Source: an optimization exercise on an open RTL-to-GDS flow (aim: small area, a short achievable clock period and few clock cycles). Production flows keep margins and buffers that such runs may drop.
RTL that was checked went through simulation tests only; none was proved equivalent to the original.
No functional check of the RTL was part of run 1.
No activity file was given, so power comes from the tool's default toggle rates.

==> config.mk <==
export PLATFORM = sky130hd
export DESIGN_NAME = RV32i_top
export DESIGN_NICKNAME = RV32i_top
export VERILOG_FILES = /design/flow/design.v
export SDC_FILE = /design/flow/constraint.sdc
export NUM_CORES = 8
export LEC_CHECK = 0
export CAP_MARGIN = 20
export CORE_MARGIN = 2
export CORE_UTILIZATION = 40
export SLEW_MARGIN = 20
==> constraint.sdc <==
create_clock -name core_clock -period 10.0 [get_ports {clk_i}]
set_input_delay 2.0000 -clock core_clock [delete_from_list [all_inputs] [get_ports {clk_i}]]
set_output_delay 2.0000 -clock core_clock [all_outputs]
set_load 0.01 [all_outputs]
==> design.v <==
package RV32i_pkg;
  localparam logic [4:0] OPC_LOAD   = 5'b00000;
  localparam logic [4:0] OPC_OPIMM  = 5'b00100;
  localparam logic [4:0] OPC_AUIPC  = 5'b00101;
  localparam logic [4:0] OPC_STORE  = 5'b01000;
  localparam logic [4:0] OPC_OP     = 5'b01100;
  localparam logic [4:0] OPC_LUI    = 5'b01101;
  localparam logic [4:0] OPC_BRANCH = 5'b11000;
  localparam logic [4:0] OPC_JALR   = 5'b11001;
  localparam logic [4:0] OPC_JAL    = 5'b11011;
endpackage
module alu (
    input  logic [31:0] a_i,
    input  logic [31:0] b_i,
    input  logic [ 4:0] shamt_i,    
    input  logic        sub_i,      
    input  logic        sel_add_i,
    input  logic        sel_slt_i,
    input  logic        sel_sltu_i,
    input  logic        sel_xor_i,
    input  logic        sel_or_i,
    input  logic        sel_and_i,
    input  logic        sel_sll_i,
    input  logic        sel_sr_i,
    input  logic        arith_i,    
    output logic [31:0] res_o,
    output logic [31:0] sum_o,
    output logic        eq_o,
    output logic        lt_o,       
    output logic        ltu_o       
);
  logic [32:0] sum33;
  logic [31:0] bx;
  logic [31:0] sh_in, sh_out, sll, sr;
  assign bx    = sub_i ? ~b_i : b_i;
  assign sum33 = {1'b0, a_i} + {1'b0, bx} + {32'd0, sub_i};
  assign sum_o = sum33[31:0];
  assign eq_o  = (a_i == b_i);
  assign ltu_o = ~sum33[32];
  assign lt_o  = (a_i[31] ^ b_i[31]) ? a_i[31] : sum33[31];
  always_comb begin
    for (int i = 0; i < 32; i++) sh_in[i] = sel_sll_i ? a_i[31-i] : a_i[i];
  end
  assign sh_out = 32'($signed({arith_i & a_i[31], sh_in}) >>> shamt_i);
  always_comb begin
    for (int i = 0; i < 32; i++) sll[i] = sh_out[31-i];
  end
  assign sr = sh_out;
  assign res_o = ({32{sel_add_i}} & sum33[31:0])
               | ({32{sel_xor_i}} & (a_i ^ b_i))
               | ({32{sel_or_i}}  & (a_i | b_i))
               | ({32{sel_and_i}} & (a_i & b_i))
               | ({32{sel_sll_i}} & sll)
               | ({32{sel_sr_i}}  & sr)
               | {31'd0, (sel_slt_i & lt_o) | (sel_sltu_i & ltu_o)};
endmodule
module regfile (
    input  logic        clk_i,
    input  logic        we_i,
    input  logic [ 4:0] rd_add_i,
    input  logic [31:0] rd_data_i,
    input  logic [ 4:0] rs1_add_i,
    input  logic [ 4:0] rs2_add_i,
    output logic [31:0] rs1_data_o,
    output logic [31:0] rs2_data_o
);
  logic [31:0] regs[1:31];
  always_ff @(posedge clk_i) begin
    if (we_i && rd_add_i != 5'd0) regs[rd_add_i] <= rd_data_i;
  end
  always_comb begin
    rs1_data_o = 32'd0;
    rs2_data_o = 32'd0;
    for (int i = 1; i < 32; i++) begin
      if (rs1_add_i == 5'(i)) rs1_data_o = rs1_data_o | regs[i];
      if (rs2_add_i == 5'(i)) rs2_data_o = rs2_data_o | regs[i];
    end
  end
endmodule
module RV32i_store_fmt (
    input  logic [ 2:0] f3_i,
    input  logic [ 1:0] addr_i,
    input  logic [31:0] data_i,
    output logic [ 3:0] ble_o,
    output logic [31:0] data_o
);
  always_comb begin
    case (f3_i[1:0])
      2'b00: begin
        ble_o  = 4'b0001 << addr_i;
        data_o = {4{data_i[7:0]}};
      end
      2'b01: begin
        ble_o  = addr_i[1] ? 4'b1100 : 4'b0011;
        data_o = {2{data_i[15:0]}};
      end
      default: begin
        ble_o  = 4'b1111;
        data_o = data_i;
      end
    endcase
  end
endmodule
module RV32i_load_fmt (
    input  logic [ 2:0] f3_i,
    input  logic [ 1:0] addr_i,
    input  logic [31:0] word_i,
    output logic [31:0] data_o
);
  logic [15:0] h;
  logic [ 7:0] b;
  assign h = addr_i[1] ? word_i[31:16] : word_i[15:0];
  assign b = addr_i[0] ? h[15:8] : h[7:0];
  always_comb begin
    case (f3_i[1:0])
      2'b00:   data_o = {{24{b[7] & ~f3_i[2]}}, b};
      2'b01:   data_o = {{16{h[15] & ~f3_i[2]}}, h};
      default: data_o = word_i;
    endcase
  end
endmodule
import RV32i_pkg::*;
module RV32i_decoder (
    input  logic [31:0] ins_i,
    output logic        uses_rs1_o,    
    output logic        uses_rs2_o,    
    output logic        b_is_rs2_o,    
    output logic        a_is_pc_o,     
    output logic        a_is_zero_o,   
    output logic        wb_o,          
    output logic        load_o,
    output logic        store_o,
    output logic        branch_o,
    output logic        jal_o,
    output logic        jalr_o,
    output logic [31:0] imm_o,         
    output logic        sub_o,
    output logic        sel_add_o,
    output logic        sel_slt_o,
    output logic        sel_sltu_o,
    output logic        sel_xor_o,
    output logic        sel_or_o,
    output logic        sel_and_o,
    output logic        sel_sll_o,
    output logic        sel_sr_o,
    output logic        arith_o
);
  logic [4:0] opc;
  logic [2:0] f3;
  logic is_op, is_opimm, is_alu;
  assign opc = ins_i[6:2];
  assign f3  = ins_i[14:12];
  assign is_op    = (opc == OPC_OP);
  assign is_opimm = (opc == OPC_OPIMM);
  assign is_alu   = is_op | is_opimm;
  assign load_o   = (opc == OPC_LOAD);
  assign store_o  = (opc == OPC_STORE);
  assign branch_o = (opc == OPC_BRANCH);
  assign jal_o    = (opc == OPC_JAL);
  assign jalr_o   = (opc == OPC_JALR);
  assign a_is_pc_o   = (opc == OPC_AUIPC);
  assign a_is_zero_o = (opc == OPC_LUI);
  assign uses_rs1_o = is_alu | load_o | store_o | branch_o | jalr_o;
  assign uses_rs2_o = is_op | store_o | branch_o;
  assign b_is_rs2_o = is_op | branch_o;
  assign wb_o       = ~(store_o | branch_o);
  always_comb begin
    if (store_o) imm_o = {{20{ins_i[31]}}, ins_i[31:25], ins_i[11:7]};
    else if (a_is_pc_o | a_is_zero_o) imm_o = {ins_i[31:12], 12'd0};
    else imm_o = {{20{ins_i[31]}}, ins_i[31:20]};
  end
  assign sub_o      = branch_o | (is_alu & (f3 == 3'b010 || f3 == 3'b011))
                    | (is_op & f3 == 3'b000 & ins_i[30]);
  assign sel_add_o  = ~is_alu | (f3 == 3'b000);
  assign sel_slt_o  = is_alu & (f3 == 3'b010);
  assign sel_sltu_o = is_alu & (f3 == 3'b011);
  assign sel_xor_o  = is_alu & (f3 == 3'b100);
  assign sel_or_o   = is_alu & (f3 == 3'b110);
  assign sel_and_o  = is_alu & (f3 == 3'b111);
  assign sel_sll_o  = is_alu & (f3 == 3'b001);
  assign sel_sr_o   = is_alu & (f3 == 3'b101);
  assign arith_o    = ins_i[30];
endmodule
import RV32i_pkg::*;
module RV32i_top (
    input  logic        clk_i,
    input  logic        resetn_i,
    input  logic        imem_valid_i,
    output logic [31:0] imem_add_o,
    input  logic [31:0] imem_data_i,
    output logic [31:0] dmem_add_o,
    input  logic [31:0] dmem_do_i,
    output logic [31:0] dmem_di_o,
    output logic        dmem_we_o,
    output logic        dmem_re_o,
    output logic [ 3:0] dmem_ble_o
);
  logic [11:0] pc_q;   
  logic        ex_wb_q, ex_load_q, ex_store_q, ex_branch_q, ex_jalr_q, ex_link_q;
  logic        ex_pred_q;   
  logic        ex_kill_q;   
  logic [ 4:0] ex_rd_q;
  logic [ 2:0] ex_f3_q;
  logic [31:0] ex_a_q, ex_b_q, ex_sd_q;
  logic        ex_fwd_a_q, ex_fwd_b_q, ex_fwd_s_q;
  logic [11:0] ex_alt_q;   
  logic ex_sub_q, ex_add_q, ex_slt_q, ex_sltu_q, ex_xor_q, ex_or_q, ex_and_q;
  logic ex_sll_q, ex_sr_q, ex_arith_q;
  logic [ 4:0] ex_shamt_q;   
  logic        ex_fwd_sh_q;
  logic        mem_wb_q, mem_load_q, mem_store_q;
  logic [ 4:0] mem_rd_q;
  logic [ 2:0] mem_f3_q;
  logic [31:0] mem_res_q, mem_sd_q;
  logic [ 3:0] mem_ble_q;
  logic ex_wb, ex_load, ex_store, ex_branch, ex_jalr;
  assign ex_wb     = ex_wb_q & ~ex_kill_q;
  assign ex_load   = ex_load_q & ~ex_kill_q;
  assign ex_store  = ex_store_q & ~ex_kill_q;
  assign ex_branch = ex_branch_q & ~ex_kill_q;
  assign ex_jalr   = ex_jalr_q & ~ex_kill_q;
  logic [31:0] ld_data, wb_data;
  RV32i_load_fmt u_ldfmt (
      .f3_i  (mem_f3_q),
      .addr_i(mem_res_q[1:0]),
      .word_i(dmem_do_i),
      .data_o(ld_data)
  );
  assign wb_data = mem_load_q ? ld_data : mem_res_q;
  assign dmem_add_o = mem_res_q;
  assign dmem_di_o  = mem_sd_q;
  assign dmem_ble_o = mem_ble_q;
  assign dmem_we_o  = mem_store_q;
  assign dmem_re_o  = mem_load_q;
  logic [31:0] ins;
  logic [ 4:0] rs1, rs2, rd;
  logic uses_rs1, uses_rs2, b_is_rs2, a_is_pc, a_is_zero, d_wb, d_load, d_store;
  logic d_branch, d_jal, d_jalr;
  logic [31:0] imm;
  logic d_sub, d_add, d_slt, d_sltu, d_xor, d_or, d_and, d_sll, d_sr, d_arith;
  assign ins = imem_data_i;
  assign rs1 = ins[19:15];
  assign rs2 = ins[24:20];
  assign rd  = ins[11:7];
  RV32i_decoder u_dec (
      .ins_i      (ins),
      .uses_rs1_o (uses_rs1),
      .uses_rs2_o (uses_rs2),
      .b_is_rs2_o (b_is_rs2),
      .a_is_pc_o  (a_is_pc),
      .a_is_zero_o(a_is_zero),
      .wb_o       (d_wb),
      .load_o     (d_load),
      .store_o    (d_store),
      .branch_o   (d_branch),
      .jal_o      (d_jal),
      .jalr_o     (d_jalr),
      .imm_o      (imm),
      .sub_o      (d_sub),
      .sel_add_o  (d_add),
      .sel_slt_o  (d_slt),
      .sel_sltu_o (d_sltu),
      .sel_xor_o  (d_xor),
      .sel_or_o   (d_or),
      .sel_and_o  (d_and),
      .sel_sll_o  (d_sll),
      .sel_sr_o   (d_sr),
      .arith_o    (d_arith)
  );
  logic [31:0] rf_rs1, rf_rs2, rs1_val, rs2_val;
  regfile u_rf (
      .clk_i     (clk_i),
      .we_i      (mem_wb_q),
      .rd_add_i  (mem_rd_q),
      .rd_data_i (wb_data),
      .rs1_add_i (rs1),
      .rs2_add_i (rs2),
      .rs1_data_o(rf_rs1),
      .rs2_data_o(rf_rs2)
  );
  assign rs1_val = (mem_wb_q && mem_rd_q == rs1) ? wb_data : rf_rs1;
  assign rs2_val = (mem_wb_q && mem_rd_q == rs2) ? wb_data : rf_rs2;
  logic stall;
  assign stall = ex_load && ((uses_rs1 && rs1 == ex_rd_q) || (uses_rs2 && rs2 == ex_rd_q));
  logic redirect;
  logic [11:0] redirect_pc;
  logic [11:0] pc_inc, tgt_j, tgt_b, pc_fd;
  logic pred_taken, rd_nz, d_shift;
  assign pred_taken = d_branch & ins[31];   
  assign tgt_j  = pc_q + {ins[13:12], ins[20], ins[30:22]};
  assign tgt_b  = pc_q + {ins[31], ins[31], ins[7], ins[30:25], ins[11:9]};
  assign pc_inc = pc_q + 12'd1;
  assign pc_fd  = d_jal ? tgt_j : pred_taken ? tgt_b : pc_inc;
  logic go;   
  assign go = imem_valid_i & ~stall;
  always_ff @(posedge clk_i or negedge resetn_i) begin
    if (!resetn_i) pc_q <= 12'd0;
    else if (redirect) pc_q <= redirect_pc;
    else if (imem_valid_i && !stall) pc_q <= pc_fd;
  end
  assign imem_add_o = {18'd0, pc_q, 2'b00};
  assign rd_nz = (rd != 5'd0);
  assign d_shift = d_sll | d_sr;
  always_ff @(posedge clk_i or negedge resetn_i) begin
    if (!resetn_i) begin
      ex_wb_q     <= 1'b0;
      ex_load_q   <= 1'b0;
      ex_store_q  <= 1'b0;
      ex_branch_q <= 1'b0;
      ex_jalr_q   <= 1'b0;
      ex_kill_q   <= 1'b0;
    end else begin
      ex_kill_q   <= redirect;
      ex_wb_q     <= go & d_wb & rd_nz;
      ex_load_q   <= go & d_load & rd_nz;
      ex_store_q  <= go & d_store;
      ex_branch_q <= go & d_branch;
      ex_jalr_q   <= go & d_jalr;
    end
  end
  always_ff @(posedge clk_i) begin
    ex_link_q  <= d_jal | d_jalr;
    ex_pred_q  <= pred_taken;
    ex_rd_q    <= rd;
    ex_f3_q    <= ins[14:12];
    ex_a_q     <= a_is_zero ? 32'd0 : a_is_pc ? {18'd0, pc_q, 2'b00} : rs1_val;
    ex_b_q     <= b_is_rs2 ? rs2_val : imm;
    ex_sd_q    <= rs2_val;
    ex_fwd_a_q <= ex_wb && uses_rs1 && rs1 == ex_rd_q;
    ex_fwd_b_q <= ex_wb && b_is_rs2 && rs2 == ex_rd_q;
    ex_fwd_s_q <= ex_wb && rs2 == ex_rd_q;
    ex_fwd_sh_q <= ex_wb && d_shift && b_is_rs2 && rs2 == ex_rd_q;
    ex_shamt_q <= d_shift ? (b_is_rs2 ? rs2_val[4:0] : ins[24:20]) : 5'd0;
    ex_alt_q   <= (pred_taken || d_jal || d_jalr) ? pc_inc : tgt_b;
    ex_sub_q   <= d_sub;
    ex_add_q   <= d_add;
    ex_slt_q   <= d_slt;
    ex_sltu_q  <= d_sltu;
    ex_xor_q   <= d_xor;
    ex_or_q    <= d_or;
    ex_and_q   <= d_and;
    ex_sll_q   <= d_sll;
    ex_sr_q    <= d_sr;
    ex_arith_q <= d_arith;
  end
  logic [31:0] a, b, sd, alu_res, sum, res;
  logic [ 4:0] shamt;
  logic eq, lt, ltu, cond, taken;
  assign a  = ex_fwd_a_q ? mem_res_q : ex_a_q;
  assign b  = ex_fwd_b_q ? mem_res_q : ex_b_q;
  assign sd = ex_fwd_s_q ? mem_res_q : ex_sd_q;
  assign shamt = ex_fwd_sh_q ? mem_res_q[4:0] : ex_shamt_q;
  alu u_alu (
      .a_i       (a),
      .b_i       (b),
      .shamt_i   (shamt),
      .sub_i     (ex_sub_q),
      .sel_add_i (ex_add_q),
      .sel_slt_i (ex_slt_q),
      .sel_sltu_i(ex_sltu_q),
      .sel_xor_i (ex_xor_q),
      .sel_or_i  (ex_or_q),
      .sel_and_i (ex_and_q),
      .sel_sll_i (ex_sll_q),
      .sel_sr_i  (ex_sr_q),
      .arith_i   (ex_arith_q),
      .res_o     (alu_res),
      .sum_o     (sum),
      .eq_o      (eq),
      .lt_o      (lt),
      .ltu_o     (ltu)
  );
  assign cond  = ex_f3_q[2] ? (ex_f3_q[1] ? ltu : lt) : eq;
  assign taken = cond ^ ex_f3_q[0];
  assign redirect    = ex_jalr | (ex_branch & (taken ^ ex_pred_q));
  assign redirect_pc = ex_jalr_q ? sum[13:2] : ex_alt_q;
  assign res = ex_link_q ? {18'd0, ex_alt_q, 2'b00} : alu_res;
  logic [ 3:0] st_ble;
  logic [31:0] st_data;
  RV32i_store_fmt u_stfmt (
      .f3_i  (ex_f3_q),
      .addr_i(sum[1:0]),
      .data_i(sd),
      .ble_o (st_ble),
      .data_o(st_data)
  );
  always_ff @(posedge clk_i or negedge resetn_i) begin
    if (!resetn_i) begin
      mem_wb_q    <= 1'b0;
      mem_load_q  <= 1'b0;
      mem_store_q <= 1'b0;
    end else begin
      mem_wb_q    <= ex_wb;
      mem_load_q  <= ex_load;
      mem_store_q <= ex_store;
    end
  end
  always_ff @(posedge clk_i) begin
    mem_rd_q  <= ex_rd_q;
    mem_f3_q  <= ex_f3_q;
    mem_res_q <= res;
    mem_sd_q  <= st_data;
    mem_ble_q <= st_ble;
  end
endmodule
==> flow/run.sh <==
#!/bin/bash
# Layout: the standard flow (standard.sh), with the timing-repair knobs
# from flow/knobs.sh exported to ORFS. Each tool's output is in standard.log
# here and in ORFS's own logs under orfs/logs.
set -euo pipefail
source flow/knobs.sh
bash standard.sh > standard.log 2>&1
==> flow/knobs.sh <==
export SETUP_SLACK_MARGIN=6.0
export BUFFER_PORTS_ARGS="-buffer_cell sky130_fd_sc_hd__buf_2"
==> standard.sh <==
#!/bin/bash
# synth_recipe.tcl (not shown) runs the flow's synth.tcl, then flattens the netlist and writes it again
# the make line also repeats each setting of config.mk as NAME=value (left out here)
make -C /OpenROAD-flow-scripts/flow DESIGN_CONFIG=/design/flow/config.mk WORK_HOME=/design/flow/orfs CLKGATE_MAP_FILE= SYNTH_SCRIPT=/design/flow/synth_recipe.tcl "${@:-finish}"
==> out/summary.txt, run 1 <==
unrepaired setup endpoints after global routing: true
crit path max fanout: 5
GPL Wtd Cong: 1.01
min Tclk post-route: 4200 ps
Clock H-tree levels: 4
Post-Route WL: 300 mm
largest net degree at the start of global routing: 62
hpwl dp: 177 mm
DR vias/cell: 7.41
maximum clock insertion buffer count: 3
initial antenna violation count: 15
fraction of layout cells with a size suffix above 1: 20.7%
antenna viol nets, final: 0
area occupied by multi-input gates: 23900 sq um
CP required: 10710 ps
mapped cell area: 58200 sq um
slowest stage cell, crit path: dfxtp_4
row count: 140
Worst VDD drop: 159 uV
top cells by area, synth: edfxtp_1 (51%), dfxtp_1 (7.3%), a22oi_1 (5.1%), a221oi_1 (4.3%), a22o_1 (4.0%)
total congestion overflow: 0
Num CTS Buffers: 133
Setup Crit Path Kind: register to register
WL/cell: 42.6 um
Worst Hold Class: register to register
fmax: 238 MHz
die area: 149000 sq um
Worst R2R Setup Slack: 5800 ps
post-synth top area share: 51.1%
Pleak: 0.0239 uW
CTS Sinks: 1226
total area of sequential cells: 34600 sq um
Ports: 169
Gate Count Post-Synth: 4727
fin crit share: 42.0%
Power Density: 217 nW/um^2
overall power: 15000 uW
area grow syn2layout: 19.2%
reg2reg path depth: 16
status: timing/DRC/antenna clean
clock latency on the worst-skew pair: 820 ps
Starting Density: 40.2%
max-cap violations: 0
GR Util All Layers: 39.2%
CTS Hold Bufs: 0
Post-synth ARST share: 1.71%
Seq/Total Area, Yosys: 59.4%
slew at the pin closest to its max-slew limit: 1240 ps
Clock Pin Slew Worst Setup and Hold Paths: 60 ps
initial drt markers: 11000
synth unique cells: 87
Max-slew headroom: 15.0%
final hold viol count: 0
CORE AREA: 145000 sq um
Placed Cells incl. Taps: 6605
r2r startpoint: ex_fwd_b_q
Layout fillers: 12800
Hold EP: mem_rd_q[3]
Max stage delay on crit path: 420 ps
Worst Path Buf+Inv: 3
Root Buffer: clkbuf_16
number of remaining DRC errors: 0
IO buf count: 146
routed vias: 52100
DRT Pass-1 Iters: 15
vias in the first global route: 48400
Die Wd: 386 um
synthesized area per cell: 12.3 sq um
first-pass GRT wire length: 399 mm
most frequent cells in the layout: edfxtp_1 (992), a22oi_1 (396), a221oi_1 (278)
Net count, final: 5171
Seq cells post-synth: 1226
Max Slew Vio Count: 0
cell taking the most area after synthesis: edfxtp_1
Setup Skew: 60.1 ps
Worst Hold Depth: 0
Placed Area: 62000 sq um
non-filler cells, final: 7030
CP Capture Type: register
dominant synthesized flop cell: edfxtp_1
CTS tree: yes
CP Launch Type: register
design area: 69400 sq um
most common cell after layout, fill and taps aside: edfxtp_1
Cell Chain, Critical Path: buf_12 > buf_16 > mux2i_4 > xnor2_1 > ha_1 > o211ai_1 > nor3_2 > nand4_1 > o211ai_4 > a21oi_4 > o41a_1 > mux2i_2 > nand3_4 > a21oi_4 > buf_4 > mux2i_1
HP Start: ex_rd_q[3]
setup violators final: 0
r2r endpoint: pc_q[5]
Largest delay share family, worst path: compound AO/OA/AOI/OAI gates
die height: 386 um
Worst EP arrival: 4920 ps
setup total negative slack: 0 ps
Yosys Warn Count: 6
most used cell, CP: a21oi_4
number of synthesized flops with an enable pin: 992
## sequential cells by signal (all words and copies together), names as in the netlist, 3 cells and up
register and count:
ex_a_q 32, u_rf.regs 992, ex_b_q 32, ex_alt_q 12
pc_q 12, ex_f3_q 3, mem_rd_q 5, ex_shamt_q 5
mem_res_q 32, mem_f3_q 3, ex_sd_q 32, mem_sd_q 32
ex_rd_q 5, mem_ble_q 4
## cell type report
cell class                 instances  area share (%)
clock buffer                     168            5.03
sequential                      1226            49.8
timing repair inverter             2          0.0144
tap                             1917            3.46
inverter                         113           0.616
timing repair buffer             466            5.33
antenna                           17          0.0613
multi-input combinational       3047            34.5
clock inverter                    74            1.17
## what timing repair did
action                                  in CTS  in global routing
endpoints found under the setup margin     207                120
buffers inserted                           124                 28
cloned                                      10                  1
pin swaps                                   90                 33
resized for setup                          241                 92
## power breakdown
| group | switching [uW] | internal (uW) |
|---|---|---|
| clock network | 2230 | 2730 |
| registers | 481 | 6360 |
| logic | 2250 | 1000 |
| total | 4960 | 10100 |
## worst max path at each step
stage | from | to | cells past startpoint
6_report | ex_fwd_b_q | pc_q[5] | 16
2_1_floorplan | imem_data_i[9] | pc_q[6] | 13
3_3_place_gp | imem_data_i[21] | ex_b_q[11] | 10
3_5_place_dp | imem_data_i[23] | ex_b_q[19] | 9
5_1_grt | ex_fwd_b_q | pc_q[1] | 16
4_1_cts | ex_fwd_b_q | pc_q[6] | 14
## cell families (layout without fill, tap and decap cells)
| kind of cell | count (synthesis) | after routing | synth area share, % |
|---|---|---|---|
| fa+ha+maj | 115 | 115 | 2.51 |
| mux | 220 | 220 | 4.63 |
| xor+xnor | 104 | 104 | 1.56 |
| flops | 1226 | 1226 | 59.4 |
| buf+inv | 477 | 823 | 3.34 |
| compound gates | 1582 | 1582 | 20.5 |
| simple gates | 1002 | 1006 | 8.12 |
| other cells | 1 | 37 | 0.00644 |
## worst reg2reg max path: stages, from the launching register on
cell      delay, ps
dfxtp_4         420
buf_12          120
buf_16          130
mux2i_4         320
xnor2_1         110
ha_1            350
o211ai_1        110
nor3_2          220
nand4_1         270
o211ai_4        400
a21oi_4         110
o41a_1          390
mux2i_2         260
nand3_4         180
a21oi_4         340
buf_4           190
mux2i_1         190
## through the flow
| step | hold WS (ps) | worst slack (ps) | util (%) |
|---|---|---|---|
| after floorplan | 329 | 5900 | - |
| after global placement | 384 | 4080 | 42.7 |
| after detailed placement | 384 | 4060 | 42.8 |
| after CTS | 400 | 5830 | 47.3 |
| after global routing | 404 | 5690 | 47.8 |
| final | 394 | 5800 | 47.9 |
## routing by layer
layer / global-route usage (%) / up-vias / routed length (um)
met4: 30.2 / 22 / 29800
met3: 17.2 / 1719 / 48100
met2: 56.7 / 5515 / 124000
li1: - / 19600 / -
met1: 45.3 / 25200 / 97400
met5: 0.682 / - / 351
## cell usage after synthesis, types with 66 or more instances
master,n
a21oi_1,217
a221oi_1,285
a22o_1,264
a22oi_1,399
clkbuf_1,297
dfxtp_1,213
edfxtp_1,992
ha_1,112
inv_1,109
mux2i_1,155
nand2_1,235
nand3_1,123
nand4_1,128
nor2_1,307
nor3_1,89
o21ai_0,141
xnor2_1,66
==> run 2: changes to the inputs <==
--- a/design.v
+++ b/design.v
@@ -202,12 +202,10 @@
   logic [ 4:0] ex_rd_q;
   logic [ 2:0] ex_f3_q;
   logic [31:0] ex_a_q, ex_b_q, ex_sd_q;
-  logic        ex_fwd_a_q, ex_fwd_b_q, ex_fwd_s_q;
   logic [11:0] ex_alt_q;   
   logic ex_sub_q, ex_add_q, ex_slt_q, ex_sltu_q, ex_xor_q, ex_or_q, ex_and_q;
   logic ex_sll_q, ex_sr_q, ex_arith_q;
   logic [ 4:0] ex_shamt_q;   
-  logic        ex_fwd_sh_q;
   logic        mem_wb_q, mem_load_q, mem_store_q;
   logic [ 4:0] mem_rd_q;
   logic [ 2:0] mem_f3_q;
@@ -280,6 +278,10 @@
   );
   assign rs1_val = (mem_wb_q && mem_rd_q == rs1) ? wb_data : rf_rs1;
   assign rs2_val = (mem_wb_q && mem_rd_q == rs2) ? wb_data : rf_rs2;
+  logic fwd1, fwd2;
+  logic [31:0] res;
+  assign fwd1 = ex_wb && rs1 == ex_rd_q;
+  assign fwd2 = ex_wb && rs2 == ex_rd_q;
   logic stall;
   assign stall = ex_load && ((uses_rs1 && rs1 == ex_rd_q) || (uses_rs2 && rs2 == ex_rd_q));
   logic redirect;
@@ -323,14 +325,12 @@
     ex_pred_q  <= pred_taken;
     ex_rd_q    <= rd;
     ex_f3_q    <= ins[14:12];
-    ex_a_q     <= a_is_zero ? 32'd0 : a_is_pc ? {18'd0, pc_q, 2'b00} : rs1_val;
-    ex_b_q     <= b_is_rs2 ? rs2_val : imm;
-    ex_sd_q    <= rs2_val;
-    ex_fwd_a_q <= ex_wb && uses_rs1 && rs1 == ex_rd_q;
-    ex_fwd_b_q <= ex_wb && b_is_rs2 && rs2 == ex_rd_q;
-    ex_fwd_s_q <= ex_wb && rs2 == ex_rd_q;
-    ex_fwd_sh_q <= ex_wb && d_shift && b_is_rs2 && rs2 == ex_rd_q;
-    ex_shamt_q <= d_shift ? (b_is_rs2 ? rs2_val[4:0] : ins[24:20]) : 5'd0;
+    ex_a_q     <= (fwd1 && uses_rs1) ? res
+                : a_is_zero ? 32'd0 : a_is_pc ? {18'd0, pc_q, 2'b00} : rs1_val;
+    ex_b_q     <= (fwd2 && b_is_rs2) ? res : b_is_rs2 ? rs2_val : imm;
+    ex_sd_q    <= fwd2 ? res : rs2_val;
+    ex_shamt_q <= (fwd2 && d_shift && b_is_rs2) ? res[4:0]
+                : !d_shift ? 5'd0 : b_is_rs2 ? rs2_val[4:0] : ins[24:20];
     ex_alt_q   <= (pred_taken || d_jal || d_jalr) ? pc_inc : tgt_b;
     ex_sub_q   <= d_sub;
     ex_add_q   <= d_add;
@@ -343,13 +343,13 @@
     ex_sr_q    <= d_sr;
     ex_arith_q <= d_arith;
   end
-  logic [31:0] a, b, sd, alu_res, sum, res;
+  logic [31:0] a, b, sd, alu_res, sum;
   logic [ 4:0] shamt;
   logic eq, lt, ltu, cond, taken;
-  assign a  = ex_fwd_a_q ? mem_res_q : ex_a_q;
-  assign b  = ex_fwd_b_q ? mem_res_q : ex_b_q;
-  assign sd = ex_fwd_s_q ? mem_res_q : ex_sd_q;
-  assign shamt = ex_fwd_sh_q ? mem_res_q[4:0] : ex_shamt_q;
+  assign a     = ex_a_q;
+  assign b     = ex_b_q;
+  assign sd    = ex_sd_q;
+  assign shamt = ex_shamt_q;
   alu u_alu (
       .a_i       (a),
       .b_i       (b),
==> run 2 against run 1 <==
- still clean
- hold slack worse by 8.7 ps
- critical path depth shrank 4
- cell count down 0.60%
- synthesized area decreased by 0.82%
- routed wire length shrank 0.62%
- flip-flop and latch count decreased by 4
- synthesized cell count up 0.68%
- non-clock buffer count down 61
- combinational power up 2%
==> out/summary.txt, run 2 <==
status: timing/DRC/antenna clean (unchanged)
total area of sequential cells: 34500 sq um (was 34600 sq um)
initial antenna violation count: 24 (was 15)
GR Util All Layers: 38.6% (was 39.2%)
CP Capture Type: register (unchanged)
CP required: 10620 ps (was 10710 ps)
slew at the pin closest to its max-slew limit: 1300 ps (was 1240 ps)
CTS tree: yes (unchanged)
most used cell, CP: buf_4 (was a21oi_4)
Max-slew headroom: 12.9% (was 15.0%)
DR vias/cell: 7.46 (was 7.41)
Root Buffer: clkbuf_16 (unchanged)
most frequent cells in the layout: edfxtp_1 (992), a22oi_1 (662), nand2_1 (310) (was edfxtp_1 (992), a22oi_1 (396), a221oi_1 (278))
Num CTS Buffers: 131 (was 133)
Starting Density: 40.3% (was 40.2%)
antenna viol nets, final: 0 (unchanged)
most common cell after layout, fill and taps aside: edfxtp_1 (unchanged)
Seq cells post-synth: 1222 (was 1226)
DRT Pass-1 Iters: 13 (was 15)
row count: 139 (was 140)
synth unique cells: 81 (was 87)
slowest stage cell, crit path: nand4_1 (was dfxtp_4)
max FFs per register: 992 (unchanged)
maximum clock insertion buffer count: 3 (unchanged)
Worst VDD drop: 183 uV (was 159 uV)
mapped cell area: 57800 sq um (was 58200 sq um)
Clock H-tree levels: 4 (unchanged)
HP Start: ex_sd_q[7] (was ex_rd_q[3])
Net count, final: 5151 (was 5171)
top cells by area, synth: edfxtp_1 (52%), a22oi_1 (8.7%), dfxtp_1 (7.2%), ha_1 (2.4%), a221oi_1 (2.1%) (was edfxtp_1 (51%), dfxtp_1 (7.3%), a22oi_1 (5.1%), a221oi_1 (4.3%), a22o_1 (4.0%))
die area: 147000 sq um (was 149000 sq um)
Die Wd: 384 um (was 386 um)
non-filler cells, final: 6988 (was 7030)
number of synthesized flops with an enable pin: 992 (unchanged)
Seq/Total Area, Yosys: 59.7% (was 59.4%)
synthesized area per cell: 12.1 sq um (was 12.3 sq um)
max-cap violations: 0 (unchanged)
area grow syn2layout: 18.2% (was 19.2%)
r2r startpoint: ex_sll_q (was ex_fwd_b_q)
Layout fillers: 12700 (was 12800)
Setup Crit Path Kind: input pin to register (was register to register)
fraction of layout cells with a size suffix above 1: 19.1% (was 20.7%)
initial drt markers: 11500 (was 11000)
Placed Cells incl. Taps: 6622 (was 6605)
Setup Skew: 35.5 ps (was 60.1 ps)
unrepaired setup endpoints after global routing: true (unchanged)
Worst EP arrival: 4800 ps (was 4920 ps)
Max stage delay on crit path: 540 ps (was 420 ps)
Worst Setup SP: imem_data_i[16] (was ex_fwd_b_q)
CORE AREA: 143000 sq um (was 145000 sq um)
CP Launch Type: input pin (was register)
hpwl dp: 168 mm (was 177 mm)
die height: 384 um (was 386 um)
area occupied by multi-input gates: 23400 sq um (was 23900 sq um)
count leader, synth: edfxtp_1 (unchanged)
fin crit share: 41.7% (was 42.0%)
setup total negative slack: 0 ps (unchanged)
final hold viol count: 0 (unchanged)
Cell Chain, Critical Path: buf_4 > nand3b_1 > buf_4 > nor2_4 > buf_4 > buf_12 > a22oi_1 > nand3_1 > nor2_1 > nand4_1 > o221ai_4 > a21oi_1 (was buf_12 > buf_16 > mux2i_4 > xnor2_1 > ha_1 > o211ai_1 > nor3_2 > nand4_1 > o211ai_4 > a21oi_4 > o41a_1 > mux2i_2 > nand3_4 > a21oi_4 > buf_4 > mux2i_1)
Largest Register: u_rf.regs (unchanged)
fmax: 240 MHz (was 238 MHz)
cell taking the most area after synthesis: edfxtp_1 (unchanged)
crit path max fanout: 17 (was 5)
Gate Count Post-Synth: 4759 (was 4727)
WL/cell: 42.6 um (about the same)
Pleak: 0.0237 uW (was 0.0239 uW)
Ports: 169 (unchanged)
Post-synth ARST share: 1.72% (was 1.71%)
most instantiated cells after synthesis: edfxtp_1 (992), a22oi_1 (666), nand2_1 (317) (was edfxtp_1 (992), a22oi_1 (399), nor2_1 (307))
Post-Route WL: 298 mm (was 300 mm)
CTS Sinks: 1222 (was 1226)
vias in the first global route: 47500 (was 48400)
total congestion overflow: 0 (unchanged)
dominant synthesized flop cell: edfxtp_1 (unchanged)
Yosys Warn Count: 6 (unchanged)
routed vias: 52100 (about the same)
setup violators final: 0 (unchanged)
largest net degree at the start of global routing: 59 (was 62)
clock latency on the worst-skew pair: 780 ps (was 820 ps)
min Tclk post-route: 4170 ps (was 4200 ps)
Clock Pin Slew Worst Setup and Hold Paths: 60 ps (about the same)
Max Slew Vio Count: 0 (unchanged)
Worst Hold Class: register to register (unchanged)
first-pass GRT wire length: 392 mm (was 399 mm)
IO buf count: 146 (unchanged)
post-synth top area share: 51.6% (was 51.1%)
Power Density: 218 nW/um^2 (was 217 nW/um^2)
number of remaining DRC errors: 0 (unchanged)
GPL Wtd Cong: 0.992 (was 1.01)
==> run 2: cell types whose count changed in the layout (fill, tap and decap cells not counted), moves of 45 or more <==
cell	before	now
a22oi_1	396	662
a221oi_1	278	126
a22o_1	264	122
nand2_1	229	310
a21oi_1	192	114
buf_4	262	188
o21ai_0	128	175
o211ai_1	25	70
==> run 2: path summary, 6_finish.rpt <==
kind                          endpoint  slack (ps)  depth (start not counted)
setup / recovery             ex_a_q[0]        5830                         12
max in group asynchronous   mem_load_q        8430                          1
min in group asynchronous      pc_q[4]        1200                          1
hold / removal             mem_sd_q[7]         390                          0
setup reg to reg           ex_sd_q[27]        5920                          9
hold reg to reg            mem_sd_q[7]         390                          0
==> run 2: kinds of logic (layout without fill, tap and decap cells) <==
family | Yosys count | after routing | synth area share [%]
buf+inv | 483 | 761 | 3.34
fa+ha+maj | 115 | 115 | 2.53
flops | 1222 | 1222 | 59.7
other cells | 1 | 36 | 0.00649
simple gates | 1066 | 1068 | 8.59
mux | 153 | 153 | 3.69
xor+xnor | 99 | 99 | 1.50
compound gates | 1620 | 1631 | 20.6
==> run 2: critical path, delay by kind of cell <==
kind,cells,cell delay (ps)
simple gates,5,960
compound gates,3,780
buf+inv,4,1020
==> run 2: where the power goes <==
group / leakage, uW / switching [uW] / internal [uW]
sequential: 0.0110 / 399 / 6350
clock: 0.00202 / 2100 / 2700
combinational: 0.0107 / 2360 / 955
total: 0.0237 / 4870 / 10000
==> run 2: metrics by stage <==
step	utilization [%]	power (uW)	cell area, sq um	hold slack [ps]	worst slack (ps)
finish	47.6	14900	68300	386	5830
global route	47.5	15200	68200	401	5860
floorplan	-	8290	58100	346	5990
detailed placement	43.0	9700	61700	377	3990
CTS	46.8	14500	67200	387	5960
global placement	43.0	9670	61600	380	4030
==> run 2: metal layers <==
| metal | global-route usage (%) | up-vias | wire length [um] |
|---|---|---|---|
| li1 | - | 19500 | - |
| met1 | 45.7 | 25200 | 96600 |
| met2 | 54.2 | 5707 | 120000 |
| met3 | 18.8 | 1660 | 53100 |
| met4 | 27.7 | 30 | 27800 |
| met5 | 1.88 | - | 531 |
==> run 2: what timing repair did <==
item	4_1_cts	5_1_grt
setup buffers	67	33
resized for setup	172	140
pin swaps	36	42
hold buffers	0	0
gates cloned	7	9
setup endpoints to repair	152	158
endpoints found under the hold margin	0	0
==> run 2: cell type report <==
type,count,share of cell area [%]
sequential,1222,50.6
multi-input combinational,3086,34.3
clock buffer,161,5.05
timing repair buffer,405,4.80
tap,1903,3.49
clock inverter,72,1.01
inverter,123,0.693
antenna,16,0.0587
Testbench counts of run 2, summed over its fixed seeds: cycles 72,984.
==> run 3: changes to the inputs <==
--- a/config.mk
+++ b/config.mk
@@ -8,4 +8,5 @@
 export CAP_MARGIN = 20
 export CORE_MARGIN = 2
 export CORE_UTILIZATION = 40
+export CTS_BUF_LIST = sky130_fd_sc_hd__clkbuf_4
 export SLEW_MARGIN = 20
==> run 3 against run 2 <==
- still clean
- sequential share of layout area rose by 1.1 points
- via count increased by 1.6%
- global-route usage decreased by 0.089 points
- non-clock buffer count down 42
- routed wire length shrank 0.96%
- power is 3.3% lower
- count of clock-buffer cells in the layout is 296 higher
- first-iteration DRC count rose by 5.9%
- synthesized area unchanged
- combinational power down 3%
- synthesized cell count unchanged
- critical endpoint is now ex_a_q[4]
- largest power group unchanged
==> out/summary.txt, run 3 <==
CTS Hold Bufs: 0 (unchanged)
Num CTS Buffers: 337 (was 131)
Max Slew Vio Count: 0 (unchanged)
Largest Register: u_rf.regs (unchanged)
Root Buffer: clkbuf_4 (was clkbuf_16)
Worst R2R Setup Slack: 5990 ps (was 5920 ps)
status: timing/DRC/antenna clean (unchanged)
setup violators final: 0 (unchanged)
largest family of logic cells by synthesized area: compound AO/OA/AOI/OAI gates (unchanged)
number of remaining DRC errors: 0 (unchanged)
max-cap violations: 0 (unchanged)
first-pass GRT wire length: 392 mm (about the same)
CTS tree: yes (unchanged)
Worst EP arrival: 5380 ps (was 4800 ps)
setup total negative slack: 0 ps (unchanged)
GR Util All Layers: 38.5% (was 38.6%)
final hold viol count: 0 (unchanged)
CTS Sinks: 1222 (unchanged)
Post-Synth Adder-Cell Area: 2.53% (unchanged)
fin crit share: 42.3% (was 41.7%)
clock latency on the worst-skew pair: 1350 ps (was 780 ps)
count leader, synth: edfxtp_1 (unchanged)
Worst VDD drop: 140 uV (was 183 uV)
CP required: 11150 ps (was 10620 ps)
WL/cell: 40.6 um (was 42.6 um)
Gate Count Post-Synth: 4759 (unchanged)
Post-Route WL: 295 mm (was 298 mm)
most frequent cells in the layout: edfxtp_1 (992), a22oi_1 (665), clkbuf_4 (461) (was edfxtp_1 (992), a22oi_1 (662), nand2_1 (310))
GPL Wtd Cong: 0.992 (unchanged)
Hold Worst Slack: 388 ps (was 386 ps)
area occupied by multi-input gates: 22800 sq um (was 23400 sq um)
Power Density: 215 nW/um^2 (was 218 nW/um^2)
total congestion overflow: 0 (unchanged)
fraction of layout cells with a size suffix above 1: 21.7% (was 19.1%)
antenna viol nets, final: 0 (unchanged)
top cells by area, synth: edfxtp_1 (52%), a22oi_1 (8.7%), dfxtp_1 (7.2%), ha_1 (2.4%), a221oi_1 (2.1%) (unchanged)
crit path max fanout: 19 (was 17)
Max-slew headroom: 15.4% (was 12.9%)
synthesized area per cell: 12.1 sq um (unchanged)
worst slack, placed: 3990 ps (unchanged)
initial drt markers: 12100 (was 11500)
die height: 384 um (unchanged)
Seq cells post-synth: 1222 (unchanged)
cell taking the most area after synthesis: edfxtp_1 (unchanged)
min Tclk post-route: 4230 ps (was 4170 ps)
synth unique cells: 81 (unchanged)
Ports: 169 (unchanged)
Net count, final: 5305 (was 5151)
row count: 139 (unchanged)
mapped cell area: 57800 sq um (unchanged)
Yosys Warn Count: 6 (unchanged)
XOR/XNOR share of the synthesized area: 1.50% (unchanged)
maximum clock insertion buffer count: 4 (was 3)
area grow syn2layout: 15.8% (was 18.2%)
Starting Density: 40.3% (unchanged)
hpwl dp: 168 mm (unchanged)
unrepaired setup endpoints after global routing: true (unchanged)
Post-Synth Simple-Gate Area: 8.59% (unchanged)
Layout fillers: 13100 (was 12700)
largest net degree at the start of global routing: 59 (unchanged)
routed vias: 52900 (was 52100)
Setup Skew: 130 ps (was 35.5 ps)
Seq/Total Area, Yosys: 59.7% (unchanged)
DR vias/cell: 7.28 (was 7.46)
Clock Pin Slew Worst Setup and Hold Paths: 70 ps (was 60 ps)
IO buf count: 146 (unchanged)
Setup Crit Path Kind: input pin to register (unchanged)
CORE AREA: 143000 sq um (unchanged)
dominant synthesized flop cell: edfxtp_1 (unchanged)
most common cell after layout, fill and taps aside: edfxtp_1 (unchanged)
Die Wd: 384 um (unchanged)
Pleak: 0.0236 uW (was 0.0237 uW)
most instantiated cells after synthesis: edfxtp_1 (992), a22oi_1 (666), nand2_1 (317) (unchanged)
post-synth top area share: 51.6% (unchanged)
total area of sequential cells: 34500 sq um (about the same)
overall power: 14400 uW (was 14900 uW)
slew at the pin closest to its max-slew limit: 1270 ps (was 1300 ps)
Synth Area in Compound Gates: 20.6% (unchanged)
fmax: 236 MHz (was 240 MHz)
number of synthesized flops with an enable pin: 992 (unchanged)
die area: 147000 sq um (unchanged)
DRT Pass-1 Iters: 14 (was 13)
CP Capture Type: register (unchanged)
Clock H-tree levels: 5 (was 4)
Post-synth ARST share: 1.72% (unchanged)
CP Launch Type: input pin (unchanged)
initial antenna violation count: 27 (was 24)
vias in the first global route: 49000 (was 47500)
max FFs per register: 992 (unchanged)
mux share of post-synthesis cell area: 3.69% (unchanged)
post-route setup slack: 5770 ps (was 5830 ps)
Worst Hold Class: register to register (unchanged)
==> run 3: changes by cell type in the layout (fill, tap and decap cells not counted), moves of 14 or more <==
cell	before	now
clkbuf_1	26	0
nand3_1	137	151
buf_12	20	4
clkbuf_4	1	461
clkinv_2	27	9
buf_6	51	24
clkinv_1	20	86
clkbuf_16	135	0
==> run 3: worst paths after layout <==
path / from / end / depth (start not counted)
worst max-delay path: imem_data_i[18] / ex_a_q[4] / 12
max in group asynchronous: resetn_i / pc_q[6] / 1
worst min register to register: ex_sd_q[7] / mem_sd_q[7] / 0
worst max register to register: ex_sll_q / ex_b_q[9] / 9
min in group asynchronous: resetn_i / ex_wb_q / 1
worst min-delay path: ex_sd_q[7] / mem_sd_q[7] / 0
==> run 3: per-stage QoR <==
| stage | utilization (%) | instance area, sq um | cells |
|---|---|---|---|
| after detailed placement | 43.0 | 61700 | 6622 |
| after CTS | 46.2 | 66300 | 7229 |
| final | 46.6 | 66900 | 7270 |
| after global placement | 43.0 | 61600 | 6622 |
| after global routing | 46.6 | 66800 | 7258 |
| after floorplan | - | 58100 | 4778 |
==> run 3: what timing repair did <==
action,CTS,global route
setup endpoints to repair,133,96
buffers inserted,40,20
gates cloned,3,1
resized for setup,73,63
pin swaps,15,8
==> run 3: layout make-up <==
type	instances	share of cell area, %
clock inverters	107	0.932
well taps	1903	3.56
flip-flops and latches	1222	51.7
repair buffers	363	3.81
clock buffers	457	5.13
diodes	19	0.0711
inverters	123	0.691
multi-input cells	3076	34.2
==> run 3: worst max-delay path: stages <==
cell      delay (ps)
buf_2            350
or2_4            350
nor2_4            60
buf_4            260
buf_4            430
a22o_1           340
a221oi_1         290
nand4_1          130
nor3_1           470
a21oi_1          280
a211oi_1         290
a21oi_1           60
==> run 3: where the power goes <==
group          internal [uW]  switching, uW
combinational            911           2310
sequential              6360            344
clock                   2310           2140
total                   9590           4800
==> run 3: layer usage <==
| metal | vias to the layer above | GRT usage [%] | part of all wire, % |
|---|---|---|---|
| met4 | 22 | 27.8 | 9.3 |
| met2 | 5939 | 54.9 | 41 |
| li1 | 20000 | - | - |
| met1 | 25300 | 45.5 | 32 |
| met5 | - | 0 | 0.14 |
| met3 | 1719 | 18.1 | 17 |
==> run 3: cell families (layout without fill, tap and decap cells) <==
group | after synthesis | after routing
muxes | 153 | 153
other | 1 | 39
DFF | 1222 | 1222
AOI/OAI and AO/OA | 1620 | 1621
and+or+nand+nor | 1066 | 1068
buffers and inverters | 483 | 1050
adders and majority gates | 115 | 115
xor gates and xnor gates | 99 | 99
==> run 4: changes to the inputs <==
--- a/config.mk
+++ b/config.mk
@@ -8,5 +8,7 @@
 export CAP_MARGIN = 20
 export CORE_MARGIN = 2
 export CORE_UTILIZATION = 40
-export CTS_BUF_LIST = sky130_fd_sc_hd__clkbuf_4
+export CTS_BUF_LIST = sky130_fd_sc_hd__clkbuf_8
+export CTS_CLUSTER_DIAMETER = 100
+export CTS_CLUSTER_SIZE = 16
 export SLEW_MARGIN = 20
==> run 4 against run 3 <==
- still clean
- flip-flop and latch count unchanged
- clock power decreased by 42%
- synthesized cell count is the same
- combinational power is 1% higher
- critical endpoint is now ex_b_q[15]
- largest power group unchanged
==> out/summary.txt, run 4 <==
fmax: 240 MHz (was 236 MHz)
Max stage delay on crit path: 570 ps (was 470 ps)
Largest Register: u_rf.regs (unchanged)
fin util: 45.5% (was 46.6%)
Root Buffer: clkbuf_8 (was clkbuf_4)
Clock Pin Slew Worst Setup and Hold Paths: 100 ps (was 70 ps)
unrepaired setup endpoints after global routing: true (unchanged)
antenna viol nets, final: 0 (unchanged)
final hold viol count: 0 (unchanged)
Seq cells post-synth: 1222 (unchanged)
Worst VDD drop: 114 uV (was 140 uV)
count leader, synth: edfxtp_1 (unchanged)
Power Density: 193 nW/um^2 (was 215 nW/um^2)
Setup Crit Path Kind: input pin to register (unchanged)
CP Launch Type: input pin (unchanged)
status: timing/DRC/antenna clean (unchanged)
Worst Hold Class: register to register (unchanged)
Max Slew Vio Count: 0 (unchanged)
area grow syn2layout: 13.1% (was 15.8%)
most common cell after layout, fill and taps aside: edfxtp_1 (unchanged)
max FFs per register: 992 (unchanged)
overall power: 12600 uW (was 14400 uW)
CP Capture Type: register (unchanged)
Ports: 169 (unchanged)
vias in the first global route: 46900 (was 49000)
synth unique cells: 81 (unchanged)
crit path max fanout: 17 (was 19)
max-cap violations: 0 (unchanged)
slew at the pin closest to its max-slew limit: 1280 ps (was 1270 ps)
GPL Wtd Cong: 0.992 (unchanged)
Clock H-tree levels: 3 (was 5)
setup total negative slack: 0 ps (unchanged)
cell taking the most area after synthesis: edfxtp_1 (unchanged)
clock latency on the worst-skew pair: 880 ps (was 1350 ps)
WL/cell: 42.8 um (was 40.6 um)
maximum clock insertion buffer count: 3 (was 4)
number of synthesized flops with an enable pin: 992 (unchanged)
row count: 139 (unchanged)
CORE AREA: 143000 sq um (unchanged)
Yosys Warn Count: 6 (unchanged)
min Tclk post-route: 4170 ps (was 4230 ps)
CTS tree: yes (unchanged)
CP required: 10690 ps (was 11150 ps)
most frequent cells in the layout: edfxtp_1 (992), a22oi_1 (665), nand2_1 (310) (was edfxtp_1 (992), a22oi_1 (665), clkbuf_4 (461))
number of remaining DRC errors: 0 (unchanged)
DR vias/cell: 7.48 (was 7.28)
post-synth top area share: 51.6% (unchanged)
routed vias: 51300 (was 52900)
fin crit share: 41.7% (was 42.3%)
initial antenna violation count: 27 (unchanged)
synthesized area per cell: 12.1 sq um (unchanged)
Setup Skew: 58.5 ps (was 130 ps)
die height: 384 um (unchanged)
Gate Count Post-Synth: 4759 (unchanged)
GR Util All Layers: 38.2% (was 38.5%)
Cell Chain, Critical Path: clkbuf_4 > mux4_2 > nor2b_4 > nor3b_4 > buf_4 > o22ai_2 > clkinvlp_4 > o211ai_1 > a21o_1 > o21ai_0 (was buf_2 > or2_4 > nor2_4 > buf_4 > buf_4 > a22o_1 > a221oi_1 > nand4_1 > nor3_1 > a21oi_1 > a211oi_1 > a21oi_1)
mapped cell area: 57800 sq um (unchanged)
DRT Pass-1 Iters: 14 (unchanged)
initial drt markers: 11800 (was 12100)
Worst EP arrival: 4860 ps (was 5380 ps)
dominant synthesized flop cell: edfxtp_1 (unchanged)
Post-Route WL: 294 mm (was 295 mm)
Net count, final: 5101 (was 5305)
Post-synth ARST share: 1.72% (unchanged)
CTS Sinks: 1222 (unchanged)
Pleak: 0.0225 uW (was 0.0236 uW)
post-route setup slack: 5830 ps (was 5770 ps)
first-pass GRT wire length: 388 mm (was 392 mm)
Max-slew headroom: 14.5% (was 15.4%)
most instantiated cells after synthesis: edfxtp_1 (992), a22oi_1 (666), nand2_1 (317) (unchanged)
top cells by area, synth: edfxtp_1 (52%), a22oi_1 (8.7%), dfxtp_1 (7.2%), ha_1 (2.4%), a221oi_1 (2.1%) (unchanged)
setup violators final: 0 (unchanged)
largest net degree at the start of global routing: 59 (unchanged)
total congestion overflow: 0 (unchanged)
fraction of layout cells with a size suffix above 1: 17.3% (was 21.7%)
Seq/Total Area, Yosys: 59.7% (unchanged)
hpwl dp: 168 mm (unchanged)
Worst Path Buf+Inv: 3 (unchanged)
Die Wd: 384 um (unchanged)
Starting Density: 40.3% (unchanged)
IO buf count: 146 (unchanged)
die area: 147000 sq um (unchanged)
Num CTS Buffers: 88 (was 337)
Largest delay share family, worst path: compound AO/OA/AOI/OAI gates (unchanged)
slowest stage cell, crit path: clkinvlp_4 (was nor3_1)
worst slack, placed: 3990 ps (unchanged)
## run 4: cell counts after synthesis
No cell type changed its count.
## run 4: worst register-to-register path: stages (launching register included)
cell	delay, ps
dfxtp_2	340
buf_6	440
mux4_1	750
mux4_2	480
mux2_2	300
o211ai_1	490
a32oi_1	400
mux2_4	460
nand2_1	100
nand2_1	60
## run 4: layout make-up
class | count | area [sq um]
Multi-Input combinational cell | 3082 | 23300
Timing Repair Buffer | 401 | 3200
Tap cell | 1903 | 2380
Inverter | 123 | 473
Antenna cell | 7 | 17.5
Timing Repair inverter | 1 | 5.00
Fill cell | 13000 | 78100
Sequential cell | 1222 | 34500
Clock inverter | 33 | 225
Clock buffer | 91 | 1250
## run 4: timing repair
item | 4_1_cts | 5_1_grt
setup endpoints to repair | 153 | 129
hold buffers | 0 | 0
gates cloned | 5 | 7
pin swaps | 29 | 38
resized for setup | 151 | 121
buffers inserted | 54 | 43
## run 4: layer usage
metal | track usage, % | wire (um)
met5 | 1.62 | 827
met4 | 26.1 | 27700
met3 | 17.8 | 53000
met2 | 54.2 | 118000
met1 | 45.6 | 94500
## run 4: logic make-up after synthesis
| group | after synthesis | synth area share [%] |
|---|---|---|
| flops | 1222 | 59.7 |
| simple gates | 1066 | 8.59 |
| other cells | 1 | 0.00649 |
| fa+ha+maj | 115 | 2.53 |
| compound gates | 1620 | 20.6 |
| mux | 153 | 3.69 |
| xor+xnor | 99 | 1.50 |
| buf+inv | 483 | 3.34 |
## run 4: worst paths after layout
kind	cells past startpoint	endpoint	slack, ps	startpoint
max	10	ex_b_q[15]	5830	dmem_do_i[23]
min	0	mem_sd_q[7]	390	ex_sd_q[7]
max reg2reg	9	ex_b_q[9]	6080	ex_sll_q
min reg2reg	0	mem_sd_q[7]	390	ex_sd_q[7]
max in group asynchronous	1	mem_load_q	8540	resetn_i
min in group asynchronous	1	pc_q[11]	1110	resetn_i
## run 4: metrics by stage
step,instance area (sq um),instances,hold slack [ps]
2_1_floorplan,58100,4778,346
3_3_place_gp,61600,6622,380
3_5_place_dp,61700,6622,377
4_1_cts,64300,6805,393
5_1_grt,65300,6860,402
6_report,65300,6863,394
## run 4: report_power, final
part | leakage [uW] | switching [uW] | internal [uW]
Clock | 0.000840 | 1700 | 896
Sequential | 0.0110 | 394 | 6340
Combinational | 0.0107 | 2320 | 935
==> run 5: changes to the inputs <==
==> flow/knobs.sh (replaced) <==
export SETUP_SLACK_MARGIN=6.0
export BUFFER_PORTS_ARGS="-buffer_cell sky130_fd_sc_hd__buf_2"
export TNS_END_PERCENT=10
--- a/config.mk
+++ b/config.mk
@@ -10,5 +10,5 @@
 export CORE_UTILIZATION = 40
 export CTS_BUF_LIST = sky130_fd_sc_hd__clkbuf_8
 export CTS_CLUSTER_DIAMETER = 100
-export CTS_CLUSTER_SIZE = 16
+export CTS_CLUSTER_SIZE = 12
 export SLEW_MARGIN = 20
==> run 5 against run 4 <==
- still clean
- cell count up 0.26%
- critical path depth up 2
- first-iteration DRC count up 1.7%
- clock skew up 8.1 ps
- critical endpoint is now ex_sd_q[10]
- highest routed layer unchanged
==> out/summary.txt, run 5 <==
initial antenna violation count: 23 (was 27)
Seq cells post-synth: 1222 (unchanged)
Worst R2R Setup Slack: 5960 ps (was 6080 ps)
Max Slew Vio Count: 0 (unchanged)
max FFs per register: 992 (unchanged)
Gate Count Post-Synth: 4759 (unchanged)
total congestion overflow: 0 (unchanged)
count leader, synth: edfxtp_1 (unchanged)
setup total negative slack: 0 ps (unchanged)
Num CTS Buffers: 114 (was 88)
Root Buffer: clkbuf_8 (unchanged)
Yosys Warn Count: 6 (unchanged)
clock latency on the worst-skew pair: 890 ps (was 880 ps)
crit path max fanout: 4 (was 17)
most common cell after layout, fill and taps aside: edfxtp_1 (unchanged)
Worst Setup EP: ex_sd_q[10] (was ex_b_q[15])
maximum clock insertion buffer count: 3 (unchanged)
Pleak: 0.0225 uW (about the same)
fraction of layout cells with a size suffix above 1: 17.0% (was 17.3%)
dominant synthesized flop cell: edfxtp_1 (unchanged)
Worst Setup SP: dmem_do_i[31] (was dmem_do_i[23])
Power Density: 197 nW/um^2 (was 193 nW/um^2)
Die Wd: 384 um (unchanged)
Clock H-tree levels: 3 (unchanged)
Largest Register: u_rf.regs (unchanged)
CP Launch Type: input pin (unchanged)
DR vias/cell: 7.54 (was 7.48)
CP required: 10690 ps (about the same)
GPL Wtd Cong: 1.00 (was 0.992)
fin crit share: 42.6% (was 41.7%)
setup violators final: 0 (unchanged)
CP Capture Type: register (unchanged)
fin util: 45.5% (about the same)
post-synth top area share: 51.6% (unchanged)
Max-slew headroom: 21.1% (was 14.5%)
most instantiated cells after synthesis: edfxtp_1 (992), a22oi_1 (666), nand2_1 (317) (unchanged)
synth unique cells: 81 (unchanged)
Worst EP arrival: 4950 ps (was 4860 ps)
hpwl dp: 170 mm (was 168 mm)
unrepaired setup endpoints after global routing: true (unchanged)
r2r endpoint: ex_sd_q[28] (was ex_b_q[9])
initial drt markers: 12000 (was 11800)
Net count, final: 5113 (was 5101)
Post-Route WL: 301 mm (was 294 mm)
top cells by area, synth: edfxtp_1 (52%), a22oi_1 (8.7%), dfxtp_1 (7.2%), ha_1 (2.4%), a221oi_1 (2.1%) (unchanged)
cell taking the most area after synthesis: edfxtp_1 (unchanged)
r2r startpoint: ex_b_q[1] (was ex_sll_q)
row count: 139 (unchanged)
antenna viol nets, final: 0 (unchanged)
Seq/Total Area, Yosys: 59.7% (unchanged)
number of synthesized flops with an enable pin: 992 (unchanged)
slew at the pin closest to its max-slew limit: 1170 ps (was 1280 ps)
area grow syn2layout: 12.9% (was 13.1%)
synthesized area per cell: 12.1 sq um (unchanged)
CTS tree: yes (unchanged)
Ports: 169 (unchanged)
IO buf count: 146 (unchanged)
routed vias: 51900 (was 51300)
status: timing/DRC/antenna clean (unchanged)
Setup Skew: 66.5 ps (was 58.5 ps)
WL/cell: 43.8 um (was 42.8 um)
Starting Density: 40.3% (unchanged)
Worst Hold Class: register to register (unchanged)
Setup Crit Path Kind: input pin to register (unchanged)
min Tclk post-route: 4260 ps (was 4170 ps)
Post-synth ARST share: 1.72% (unchanged)
CORE AREA: 143000 sq um (unchanged)
Clock Pin Slew Worst Setup and Hold Paths: 100 ps (about the same)
CTS Hold Bufs: 0 (unchanged)
fmax: 235 MHz (was 240 MHz)
mapped cell area: 57800 sq um (unchanged)
number of remaining DRC errors: 0 (unchanged)
most frequent cells in the layout: edfxtp_1 (992), a22oi_1 (665), nand2_1 (313) (was edfxtp_1 (992), a22oi_1 (665), nand2_1 (310))
max-cap violations: 0 (unchanged)
largest net degree at the start of global routing: 59 (unchanged)
DRT Pass-1 Iters: 13 (was 14)
first-pass GRT wire length: 395 mm (was 388 mm)
die area: 147000 sq um (unchanged)
reg2reg path depth: 14 (was 9)
vias in the first global route: 47800 (was 46900)
CTS Sinks: 1222 (unchanged)
Worst VDD drop: 131 uV (was 114 uV)
final hold viol count: 0 (unchanged)
HP Start: ex_sd_q[7] (unchanged)
die height: 384 um (unchanged)
GR Util All Layers: 38.9% (was 38.2%)
==> run 5: cells by family after synthesis <==
family / share of synthesized area, %
compound gates: 20.6
xor+xnor: 1.50
fa+ha+maj: 2.53
buf+inv: 3.34
flops: 59.7
mux: 3.69
other cells: 0.00649
simple gates: 8.59
==> run 5: report_power, final <==
| part | total [uW] | switching, uW | internal (uW) | leakage [uW] |
|---|---|---|---|---|
| Clock | 2850 | 1790 | 1050 | 0.00101 |
| Combinational | 3260 | 2350 | 916 | 0.0105 |
| Sequential | 6750 | 401 | 6350 | 0.0110 |
| Total | 12900 | 4540 | 8310 | 0.0225 |
==> run 5: timing repair <==
item | in CTS | in global routing
setup buffers | 48 | 38
gates resized for setup | 115 | 81
cloned | 1 | 8
setup endpoints to repair | 163 | 173
pin swaps | 29 | 23
hold endpoints to repair | 0 | 0
==> run 5: critical path: stages <==
cell	delay [ps]
buf_2	200
mux4_2	260
nor2b_1	270
nor3b_4	330
a21oi_1	80
o211ai_1	330
o21ai_0	160
buf_4	230
nor2b_1	140
a31oi_2	520
nand2_1	110
o21ai_1	320
==> run 5: metrics by stage <==
stage          hold slack, ps  cells  cell area, sq um  setup WS (ps)  total power, uW
2_1_floorplan             346   4778             58100           5930             8280
3_3_place_gp              378   6622             61600           4000             9670
3_5_place_dp              380   6622             61700           3970             9710
4_1_cts                   385   6821             64400           5830            12500
5_1_grt                   401   6871             65200           5820            13100
6_report                  383   6881             65200           5740            12900
==> run 5: worst min path at each step <==
stage,slack [ps],to,depth (start not counted)
after detailed placement,380,mem_sd_q[7],0
after global routing,400,mem_sd_q[4],0
after CTS,380,mem_sd_q[7],0
after global placement,380,mem_sd_q[7],0
after floorplan,350,mem_f3_q[2],0
final,380,mem_sd_q[7],0
==> run 5: layer usage <==
layer | track usage (%) | routed length, um | part of all wire, %
met1 | 45.6 | 96400 | 32
met2 | 55.1 | 120000 | 40
met3 | 18.5 | 53600 | 18
met4 | 28.9 | 30300 | 10
met5 | 0.422 | 787 | 0.26
==> run 5: layout make-up <==
type / count / area [sq um]
Inverter: 123 / 465
Multi-Input combinational cell: 3082 / 23100
Fill cell: 13000 / 78300
Antenna cell: 13 / 32.5
Sequential cell: 1222 / 34500
Clock buffer: 114 / 1570
Timing Repair Buffer: 388 / 2970
Clock inverter: 36 / 225
Tap cell: 1903 / 2380
==> run 6: changes to the inputs <==
==> flow/knobs.sh (replaced) <==
export SETUP_SLACK_MARGIN=6.0
export BUFFER_PORTS_ARGS="-buffer_cell sky130_fd_sc_hd__buf_2"
==> run 6 against run 5 <==
- synthesized cell count did not move
- still clean on timing, DRC and antenna
- register-to-register slack got worse by 50 ps
- non-clock buffer count rose by 30
- critical endpoint is now ex_a_q[24]
- sequential power barely moved
- worst setup slack improved by 160 ps
- flip-flop and latch count did not move
==> out/summary.txt, run 6 <==
Root Buffer: clkbuf_8 (unchanged)
DR vias/cell: 7.45 (was 7.54)
unrepaired setup endpoints after global routing: true (unchanged)
Worst EP arrival: 4810 ps (was 4950 ps)
Worst R2R Setup Slack: 5910 ps (was 5960 ps)
Post-Synth Adder-Cell Area: 2.53% (unchanged)
CP required: 10710 ps (was 10690 ps)
fraction of layout cells with a size suffix above 1: 17.9% (was 17.0%)
initial drt markers: 12000 (about the same)
Layout fillers: 13000 (about the same)
most frequent cells in the layout: edfxtp_1 (992), a22oi_1 (665), nand2_1 (310) (was edfxtp_1 (992), a22oi_1 (665), nand2_1 (313))
Cell Chain, Critical Path: buf_4 > nand2b_4 > buf_4 > nor2_4 > buf_6 > buf_8 > a22o_1 > a221oi_1 > nand3_1 > nor2_1 > nand4_1 > o221ai_2 > o21ai_0 (was buf_2 > mux4_2 > nor2b_1 > nor3b_4 > a21oi_1 > o211ai_1 > o21ai_0 > buf_4 > nor2b_1 > a31oi_2 > nand2_1 > o21ai_1)
GR Util All Layers: 38.2% (was 38.9%)
CORE AREA: 143000 sq um (unchanged)
switching portion of total power: 34.9% (was 35.3%)
number of remaining DRC errors: 0 (unchanged)
IO buf count: 146 (unchanged)
Starting Density: 40.3% (unchanged)
WL/cell: 42.7 um (was 43.8 um)
Clock H-tree levels: 3 (unchanged)
Post-synth ARST share: 1.72% (unchanged)
cell taking the most area after synthesis: edfxtp_1 (unchanged)
Net count, final: 5141 (was 5113)
Num CTS Buffers: 113 (was 114)
CP Launch Type: input pin (unchanged)
post-synth top area share: 51.6% (unchanged)
Max Slew Vio Count: 0 (unchanged)
r2r endpoint: ex_sd_q[27] (was ex_sd_q[28])
Worst Path Buf+Inv: 4 (was 2)
Worst Hold Depth: 0 (unchanged)
area grow syn2layout: 14.1% (was 12.9%)
most instantiated cells after synthesis: edfxtp_1 (992), a22oi_1 (666), nand2_1 (317) (unchanged)
slew at the pin closest to its max-slew limit: 1290 ps (was 1170 ps)
crit path max fanout: 17 (was 4)
Worst Hold Class: register to register (unchanged)
final hold viol count: 0 (unchanged)
Seq/Total Area, Yosys: 59.7% (unchanged)
Reg power frac: 52.4% (was 52.5%)
die area: 147000 sq um (unchanged)
die height: 384 um (unchanged)
Synth Area in Compound Gates: 20.6% (unchanged)
Clock Pin Slew Worst Setup and Hold Paths: 90 ps (was 100 ps)
CP Capture Type: register (unchanged)
XOR/XNOR share of the synthesized area: 1.50% (unchanged)
setup total negative slack: 0 ps (unchanged)
CTS Sinks: 1222 (unchanged)
Setup Crit Path Kind: input pin to register (unchanged)
GPL Wtd Cong: 0.992 (was 1.00)
Largest delay share family, worst path: compound AO/OA/AOI/OAI gates (unchanged)
clock latency on the worst-skew pair: 870 ps (was 890 ps)
min Tclk post-route: 4100 ps (was 4260 ps)
Seq cells post-synth: 1222 (unchanged)
Psw: 4490 uW (was 4540 uW)
top cells by area, synth: edfxtp_1 (52%), a22oi_1 (8.7%), dfxtp_1 (7.2%), ha_1 (2.4%), a221oi_1 (2.1%) (unchanged)
max-cap violations: 0 (unchanged)
DRT Pass-1 Iters: 11 (was 13)
Worst VDD drop: 110 uV (was 131 uV)
antenna viol nets, final: 0 (unchanged)
Placed Area: 61700 sq um (about the same)
fin crit share: 41.0% (was 42.6%)
r2r startpoint: ex_sll_q (was ex_b_q[1])
Post-Synth Simple-Gate Area: 8.59% (unchanged)
hpwl dp: 168 mm (was 170 mm)
setup violators final: 0 (unchanged)
HP Start: ex_sd_q[7] (unchanged)
slowest stage cell, crit path: o221ai_2 (was a31oi_2)
status: timing/DRC/antenna clean (unchanged)
number of synthesized flops with an enable pin: 992 (unchanged)
fmax: 244 MHz (was 235 MHz)
synthesized area per cell: 12.1 sq um (unchanged)
Gate Count Post-Synth: 4759 (unchanged)
-- run 6: cell types whose count changed in the layout (fill, tap and decap cells not counted), sizes merged, moves of 2 or more --
cell	before	now
clkbuf	117	119
clkinv	1	3
inv	155	157
buf	385	413
diode	13	10
a21oi	160	157
-- run 6: cells by family (layout without fill, tap and decap cells) --
family | after synthesis | in the layout
simple gates | 1066 | 1068
other cells | 1 | 30
buf+inv | 483 | 697
mux | 153 | 153
compound gates | 1620 | 1626
fa+ha+maj | 115 | 115
xor+xnor | 99 | 99
flops | 1222 | 1222
-- run 6: layout make-up --
cell class                      instances  area, sq um  area share [%]
Sequential cell                      1222        34500            52.4
Multi-Input combinational cell       3081        23300            35.4
Timing Repair Buffer                  418         3390            5.15
Tap cell                             1903         2380            3.61
Clock buffer                          114         1570            2.38
Inverter                              123          473           0.718
Clock inverter                         42          229           0.347
Antenna cell                           10         25.0          0.0380
-- run 6: what timing repair did --
item / CTS / global route
setup buffers: 57 / 55
gates cloned: 5 / 7
endpoints found under the setup margin: 153 / 133
hold buffers: 0 / 0
pin swaps: 29 / 52
resized for setup: 132 / 148
-- run 6: worst max path at each step --
| stage | from | slack [ps] | to | cells after the start |
|---|---|---|---|---|
| after CTS | imem_data_i[20] | 5970 | ex_b_q[31] | 7 |
| final | imem_data_i[19] | 5900 | ex_a_q[24] | 13 |
| after global routing | imem_data_i[24] | 5910 | ex_b_q[17] | 13 |
| after floorplan | imem_data_i[23] | 5990 | ex_b_q[26] | 14 |
| after global placement | imem_data_i[18] | 4030 | ex_a_q[6] | 11 |
| after detailed placement | imem_data_i[18] | 3990 | ex_a_q[6] | 11 |
-- run 6: stage by stage --
stage | cells | hold slack, ps | util [%] | power (uW) | worst slack, ps
finish | 6913 | 379 | 45.9 | 12900 | 5900
global route | 6905 | 398 | 45.9 | 13100 | 5910
CTS | 6840 | 384 | 45.0 | 12500 | 5970
detailed placement | 6622 | 377 | 43.0 | 9700 | 3990
global placement | 6622 | 380 | 43.0 | 9670 | 4030
floorplan | 4778 | 346 | - | 8290 | 5990
-- run 6: routing by layer --
layer	track usage [%]	vias up	part of all wire, %
li1	-	19400	-
met1	46.0	24800	33
met2	54.2	5601	40
met3	17.6	1624	17
met4	26.5	32	9.2
met5	0.162	-	0.14
-- run 6: power by group through the flow --
stage	registers (uW)	logic (uW)	clock network, uW
final	6740	3300	2830
after detailed placement	6830	2870	0
after global routing	6750	3410	2980
after global placement	6840	2830	0
after floorplan	6660	1630	0
after CTS	6720	2970	2790

Check on run 6: ideal ports give 5.899 ns setup slack; a clkbuf_16 on the clock port and buf_2 on the inputs give 5.904 ns; moving port delays by the midpoint clock arrival (0.912 ns) as well gives 4.992 ns.
